Background: an optimization exercise with open tools, aiming at small area, a short achievable clock period and few clock cycles per item. Do not read the settings as production practice. RTL that was checked went through simulation tests only; none was proved equivalent to the original. Power and IR drop assume default switching activity.

== rev 12 ==
Design iir_orde1_axis_wrapper, start of the top module:
module iir_orde1_axis_wrapper #(
    parameter integer C_S_AXI_DATA_WIDTH = 32,
    parameter integer C_S_AXI_ADDR_WIDTH = 4,
    parameter integer DATA_WIDTH         = 32   
)(
    input  wire aclk,
    input  wire aresetn,   
    input  wire [DATA_WIDTH-1:0] s_axis_tdata,
    input  wire                  s_axis_tvalid,
    output wire                  s_axis_tready,
    input  wire                  s_axis_tlast,
    output wire [DATA_WIDTH-1:0] m_axis_tdata,
    output reg                   m_axis_tvalid,
    input  wire                  m_axis_tready,
    output reg                   m_axis_tlast,
    input  wire [C_S_AXI_ADDR_WIDTH-1:0] s_axi_awaddr,
    input  wire                          s_axi_awvalid,
    output wire                          s_axi_awready,
    input  wire [C_S_AXI_DATA_WIDTH-1:0] s_axi_wdata,
    input  wire [C_S_AXI_DATA_WIDTH/8-1:0] s_axi_wstrb,
    input  wire                          s_axi_wvalid,
    output wire                          s_axi_wready,
    output wire [1:0]                    s_axi_bresp,
    output wire                          s_axi_bvalid,
    input  wire                          s_axi_bready,
    input  wire [C_S_AXI_ADDR_WIDTH-1:0] s_axi_araddr,
    input  wire                          s_axi_arvalid,
    output wire                          s_axi_arready,
    output wire [C_S_AXI_DATA_WIDTH-1:0] s_axi_rdata,
    output wire [1:0]                    s_axi_rresp,
    output wire                          s_axi_rvalid,
    input  wire                          s_axi_rready
);
==> flow/config.mk <==
export PLATFORM = sky130hd
export DESIGN_NAME = iir_orde1_axis_wrapper
export DESIGN_NICKNAME = iir_orde1_axis_wrapper
export VERILOG_FILES = /design/flow/design.v
export SDC_FILE = /design/flow/constraint.sdc
export NUM_CORES = 4
export LEC_CHECK = 0
export CAP_MARGIN = 20
export CORE_MARGIN = 2
export CORE_UTILIZATION = 40
export SLEW_MARGIN = 20
==> flow/constraint.sdc <==
create_clock -name core_clock -period 15.0 [get_ports {aclk}]
set_input_delay 3.0000 -clock core_clock [delete_from_list [all_inputs] [get_ports {aclk}]]
set_output_delay 3.0000 -clock core_clock [all_outputs]
set_load 0.01 [all_outputs]
standard.sh (not shown) runs the stock make flow with config.mk's settings and CLKGATE_MAP_FILE= SYNTH_SCRIPT=/design/flow/synth_recipe.tcl, a recipe that flattens the netlist after the stock synthesis.
==> flow/flow/run.sh <==
#!/bin/bash
# The standard layout (the standard.sh, unchanged synthesis and SDC) with
# two changes to how ORFS builds it:
#  - the port buffers are plain buf_2 cells (ORFS otherwise picks a slow
#    delay-buffer cell for them); every port is still buffered;
#  - timing repair aims at a slack margin, so it works on the paths that
#    set the achieved period.
set -o pipefail
export SETUP_SLACK_MARGIN=10.5
export BUFFER_PORTS_ARGS="-inputs -outputs -buffer_cell sky130_fd_sc_hd__buf_2"
bash standard.sh > standard.log 2>&1
Testbench counts of rev 12, summed over its fixed seeds: cycles 8,320, items 4,096.
Inputs modified between rev 12 and rev 13:
diff --git a/flow/design.v b/flow/design.v
--- a/flow/design.v
+++ b/flow/design.v
@@ -1425,38 +1425,39 @@
         end
     end
     always @(posedge aclk) begin
         if (!aresetn) begin
             axi_arready <= 1'b0;
             axi_rvalid  <= 1'b0;
-            axi_rdata   <= 32'd0;
         end else begin
             if (~axi_arready && s_axi_arvalid)
                 axi_arready <= 1'b1;
             else
                 axi_arready <= 1'b0;
-            if (axi_arready && s_axi_arvalid && ~axi_rvalid) begin
+            if (axi_arready && s_axi_arvalid && ~axi_rvalid)
                 axi_rvalid <= 1'b1;
-                case (s_axi_araddr[3:2])
-                    2'h0: axi_rdata <= reg_ctrl;
-                    2'h1: axi_rdata <= reg_a0;
-                    2'h2: axi_rdata <= reg_a1;
-                    2'h3: axi_rdata <= reg_b1;
-                    default: axi_rdata <= 32'd0;
-                endcase
-            end else if (axi_rvalid && s_axi_rready) begin
+            else if (axi_rvalid && s_axi_rready)
                 axi_rvalid <= 1'b0;
-            end
+        end
+    end
+    always @(posedge aclk) begin
+        if (~axi_rvalid) begin
+            case (s_axi_araddr[3:2])
+                2'h0: axi_rdata <= reg_ctrl;
+                2'h1: axi_rdata <= reg_a0;
+                2'h2: axi_rdata <= reg_a1;
+                default: axi_rdata <= reg_b1;
+            endcase
         end
     end
     wire go = ~m_axis_tvalid | m_axis_tready;
     reg        rdy;                   
     reg [1:0]  cnt;                   
     reg [15:0] e0_d, e1_d;
-    reg        e0_l, e1_l;            
-    reg        e0_c, e1_c;            
+    reg        e_l;                   
+    reg        e_c;                   
     reg        hc;                    
     reg        ph;                    
     reg        p_v, q_v;              
     assign s_axis_tready = rdy;
     wire accept = s_axis_tvalid & rdy;
     wire idle = (cnt == 2'd0) & ~p_v & ~q_v;
@@ -1485,20 +1486,23 @@
             if (adv)
                 ph <= ~ph;
         end
     end
     always @(posedge aclk) begin
         if (accept) begin
-            {e0_l, e0_c, e0_d} <= {s_axis_tlast, reg_ctrl[1], s_axis_tdata[31:16]};
-            {e1_l, e1_c, e1_d} <= {s_axis_tlast, reg_ctrl[1], s_axis_tdata[15:0]};
+            e_l  <= s_axis_tlast;
+            e_c  <= reg_ctrl[1];
+            e0_d <= s_axis_tdata[31:16];
+            e1_d <= s_axis_tdata[15:0];
         end else if (pop) begin
-            {e0_l, e0_c, e0_d} <= {e1_l, e1_c, e1_d};
+            e0_d <= e1_d;
         end
     end
-    reg p_l, p_c, p_ch;               
-    reg q_l, q_c, q_ch;               
+    reg p_l, p_c;                     
+    reg q_l, q_c;                     
+    wire q_ch = ph;
     reg [31:0] out_d;
     wire [15:0] y_new;
     wire [15:0] y_left;
     always @(posedge aclk) begin
         if (!aresetn) begin
             p_v           <= 1'b0;
@@ -1514,31 +1518,29 @@
             else if (m_axis_tready)
                 m_axis_tvalid <= 1'b0;
         end
     end
     always @(posedge aclk) begin
         if (adv) begin
-            p_l  <= e0_l;
-            p_c  <= e0_c;
-            p_ch <= hc;
+            p_l  <= e_l;
+            p_c  <= e_c;
             q_l  <= p_l;
             q_c  <= p_c;
-            q_ch <= p_ch;
         end
         if (adv & q_v & q_ch) begin
             out_d        <= {y_left, y_new};
             m_axis_tlast <= q_l;
         end
     end
     assign m_axis_tdata = out_d;
     iir_orde1_core core (
         .clk   (aclk),
         .rst   (~aresetn),
         .go    (adv),
         .fv    (f_v),
-        .fclr  (e0_c),
+        .fclr  (e_c),
         .lbv   (q_v),
         .lbclr (q_c),
         .x_in  (e0_d),
         .a0    (reg_a0[15:0]),
         .a1    (reg_a1[15:0]),
         .b1    (reg_b1[15:0]),
--- outcome ---
Rev 13 | stages: all done | timing, DRC, antenna: all pass
Number of nets at the end of the flow in rev 13 vs rev 12: down 114
A critical-path cell with the highest stage delay of dfxtp_2 is what rev 12 shows, while fa_1 belongs to rev 13.
Sort rev 13 and rev 12 by sum of buffers and inverters on the critical path desc -> top: rev 13
Rev 13 vs rev 12 — global-route wire length before repair dropped 5500 um.
Row diode insertion count for antenna repair: rev 13 higher / rev 12 lower
Top layer used by detailed routing = met5: rev 13; top layer used by detailed routing = met4: rev 12
The utilization on rev 12 is in line with that on rev 13.
Only the layout flow was run in rev 13; the RTL was not checked for function there.

iir_orde1_axis_wrapper, a different RTL version from the one above (not shown whole).
Size: ~3,700 cells after synthesis, ~480 flip-flops, about 160 I/O pins.
clock: 15.0 ns
lec_check: 0
cap_margin: 20
core_margin: 2
core_utilization: 40
slew_margin: 20
Scripts as last shown in full above: flow/flow/run.sh
Edit:
--- a/flow/design.v
+++ b/flow/design.v
@@ -1422,84 +1422,84 @@
                 axi_bvalid <= 1'b0;
                 aw_en      <= 1'b1;
             end
         end
     end
     always @(posedge aclk) begin
         if (!aresetn) begin
             axi_arready <= 1'b0;
             axi_rvalid  <= 1'b0;
-            axi_rdata   <= 32'd0;
         end else begin
             if (~axi_arready && s_axi_arvalid)
                 axi_arready <= 1'b1;
             else
                 axi_arready <= 1'b0;
-            if (axi_arready && s_axi_arvalid && ~axi_rvalid) begin
+            if (axi_arready && s_axi_arvalid && ~axi_rvalid)
                 axi_rvalid <= 1'b1;
-                case (s_axi_araddr[3:2])
-                    2'h0: axi_rdata <= reg_ctrl;
-                    2'h1: axi_rdata <= reg_a0;
-                    2'h2: axi_rdata <= reg_a1;
-                    2'h3: axi_rdata <= reg_b1;
-                    default: axi_rdata <= 32'd0;
-                endcase
-            end else if (axi_rvalid && s_axi_rready) begin
+            else if (axi_rvalid && s_axi_rready)
                 axi_rvalid <= 1'b0;
-            end
+        end
+    end
+    always @(posedge aclk) begin
+        if (~axi_rvalid) begin
+            case (s_axi_araddr[3:2])
+                2'h0: axi_rdata <= reg_ctrl;
+                2'h1: axi_rdata <= reg_a0;
+                2'h2: axi_rdata <= reg_a1;
+                default: axi_rdata <= reg_b1;
+            endcase
         end
     end
     wire go = ~m_axis_tvalid | m_axis_tready;
     reg        rdy;                   
     reg [1:0]  cnt;                   
-    reg [15:0] e0_d, e1_d, e2_d;
-    reg        e0_l, e1_l, e2_l;      
-    reg        e0_c, e1_c, e2_c;      
+    reg [15:0] e0_d, e1_d;
+    reg        e0_l, e1_l;            
+    reg        e0_c, e1_c;            
     reg        hc;                    
     reg        ph;                    
     reg        p_v, q_v;              
     assign s_axis_tready = rdy;
     wire accept = s_axis_tvalid & rdy;
     wire idle = (cnt == 2'd0) & ~p_v & ~q_v;
     wire adv  = go & ~(idle & ~ph);
     wire f_v = (cnt != 2'd0) & (hc == ph);
     wire pop = adv & f_v;
     wire [1:0] cnt_next = cnt - {1'b0, pop} + {accept, 1'b0};
+    wire tvalid_next = (adv & q_v & q_ch) | (m_axis_tvalid & ~m_axis_tready);
+    wire ph_next     = ph ^ adv;
+    wire hc_next     = hc ^ pop;
     wire ctrl0_next = (reg_write && s_axi_awaddr[3:2] == 2'h0) ?
                       s_axi_wdata[0] : reg_ctrl[0];
     always @(posedge aclk) begin
         if (!aresetn) begin
             rdy <= 1'b1;
             cnt <= 2'd0;
             hc  <= 1'b0;
             ph  <= 1'b0;
         end else begin
-            rdy <= ctrl0_next & (cnt_next <= 2'd1);
+            rdy <= ctrl0_next & ~tvalid_next &
+                   ((cnt_next == 2'd0) |
+                    ((cnt_next == 2'd1) & (ph_next == hc_next)));
             cnt <= cnt_next;
             if (pop)
                 hc <= ~hc;
             if (adv)
                 ph <= ~ph;
         end
     end
-    reg [17:0] v0, v1, v2, v3;
-    wire [17:0] in_l = {s_axis_tlast, reg_ctrl[1], s_axis_tdata[31:16]};
-    wire [17:0] in_r = {s_axis_tlast, reg_ctrl[1], s_axis_tdata[15:0]};
-    always @* begin
-        v0 = (cnt == 2'd0) ? in_l : {e0_l, e0_c, e0_d};
-        v1 = (cnt == 2'd0) ? in_r : (cnt == 2'd1) ? in_l : {e1_l, e1_c, e1_d};
-        v2 = (cnt == 2'd1) ? in_r : (cnt == 2'd2) ? in_l : {e2_l, e2_c, e2_d};
-        v3 = in_r;
-    end
     always @(posedge aclk) begin
-        {e0_l, e0_c, e0_d} <= pop ? v1 : v0;
-        {e1_l, e1_c, e1_d} <= pop ? v2 : v1;
-        {e2_l, e2_c, e2_d} <= pop ? v3 : v2;
+        if (accept) begin
+            {e0_l, e0_c, e0_d} <= {s_axis_tlast, reg_ctrl[1], s_axis_tdata[31:16]};
+            {e1_l, e1_c, e1_d} <= {s_axis_tlast, reg_ctrl[1], s_axis_tdata[15:0]};
+        end else if (pop) begin
+            {e0_l, e0_c, e0_d} <= {e1_l, e1_c, e1_d};
+        end
     end
     reg p_l, p_c, p_ch;               
     reg q_l, q_c, q_ch;               
     reg [31:0] out_d;
     wire [15:0] y_new;
     wire [15:0] y_left;
     always @(posedge aclk) begin
         if (!aresetn) begin
             p_v           <= 1'b0;
Global-route usage goes down by 0.17 points.
Final cell count fell by 6.8%.
Worst setup slack improved by 0.025 ns.
Total power drops by 7.2%.
Sequential share of layout area goes up by 0.89 points.
Clock power barely changes.
Design area came out lower by 2.0%.
Wire length decreases by 1.6%.
Critical path depth is lower by 2.
Synthesized cell count is lower by 9.5%.
Core utilization goes up by 0.57 points.
Testbench counts after the change, summed over its fixed seeds: cycles 8,320, items 4,096.
The RTL of the first run of this note was laid out without a check of its function.

re-timing with driven ports:
No port has a modelled driver above. Below, the same layouts with a new extraction and two added sets of constraints. Step 1 (the two cells are an assumption about what drives the block):
set clk [get_ports {aclk}]
set_driving_cell -lib_cell sky130_fd_sc_hd__clkbuf_16 $clk
set_driving_cell -lib_cell sky130_fd_sc_hd__buf_2 [delete_from_list [all_inputs] $clk]
Step 2 also shifts input and output timing later by t, the mid clock arrival at the registers, as if the neighbouring blocks saw the same clock. a / b / c = no drivers / after step 1 / after step 2; a / b = the first two.
| run | shift t [ns] | slack for setup (ns) | worst register clock-pin slew, ns | worst slew at a driven data input, ns | cell pins on the clock port's net |
|---|---|---|---|---|---|
| rev 12 | 0.683 | 10.556 / 10.556 / 10.012 | 0.07 / 0.07 | 0.07 | 1 |
| rev 13 | 0.667 | 10.491 / 10.491 / 9.973 | 0.07 / 0.07 | 0.08 | 1 |
| the first run of note 2 | 0.691 | 10.540 / 10.540 / 10.004 | 0.07 / 0.07 | 0.08 | 1 |
| the second run of note 2 | 0.677 | 10.565 / 10.565 / 10.032 | 0.07 / 0.07 | 0.09 | 1 |
After both steps setup and hold are still met in every run listed. The setup slack of rev 12, which loses most, moves by 0.000 ns with the drivers and by -0.544 ns with both steps.
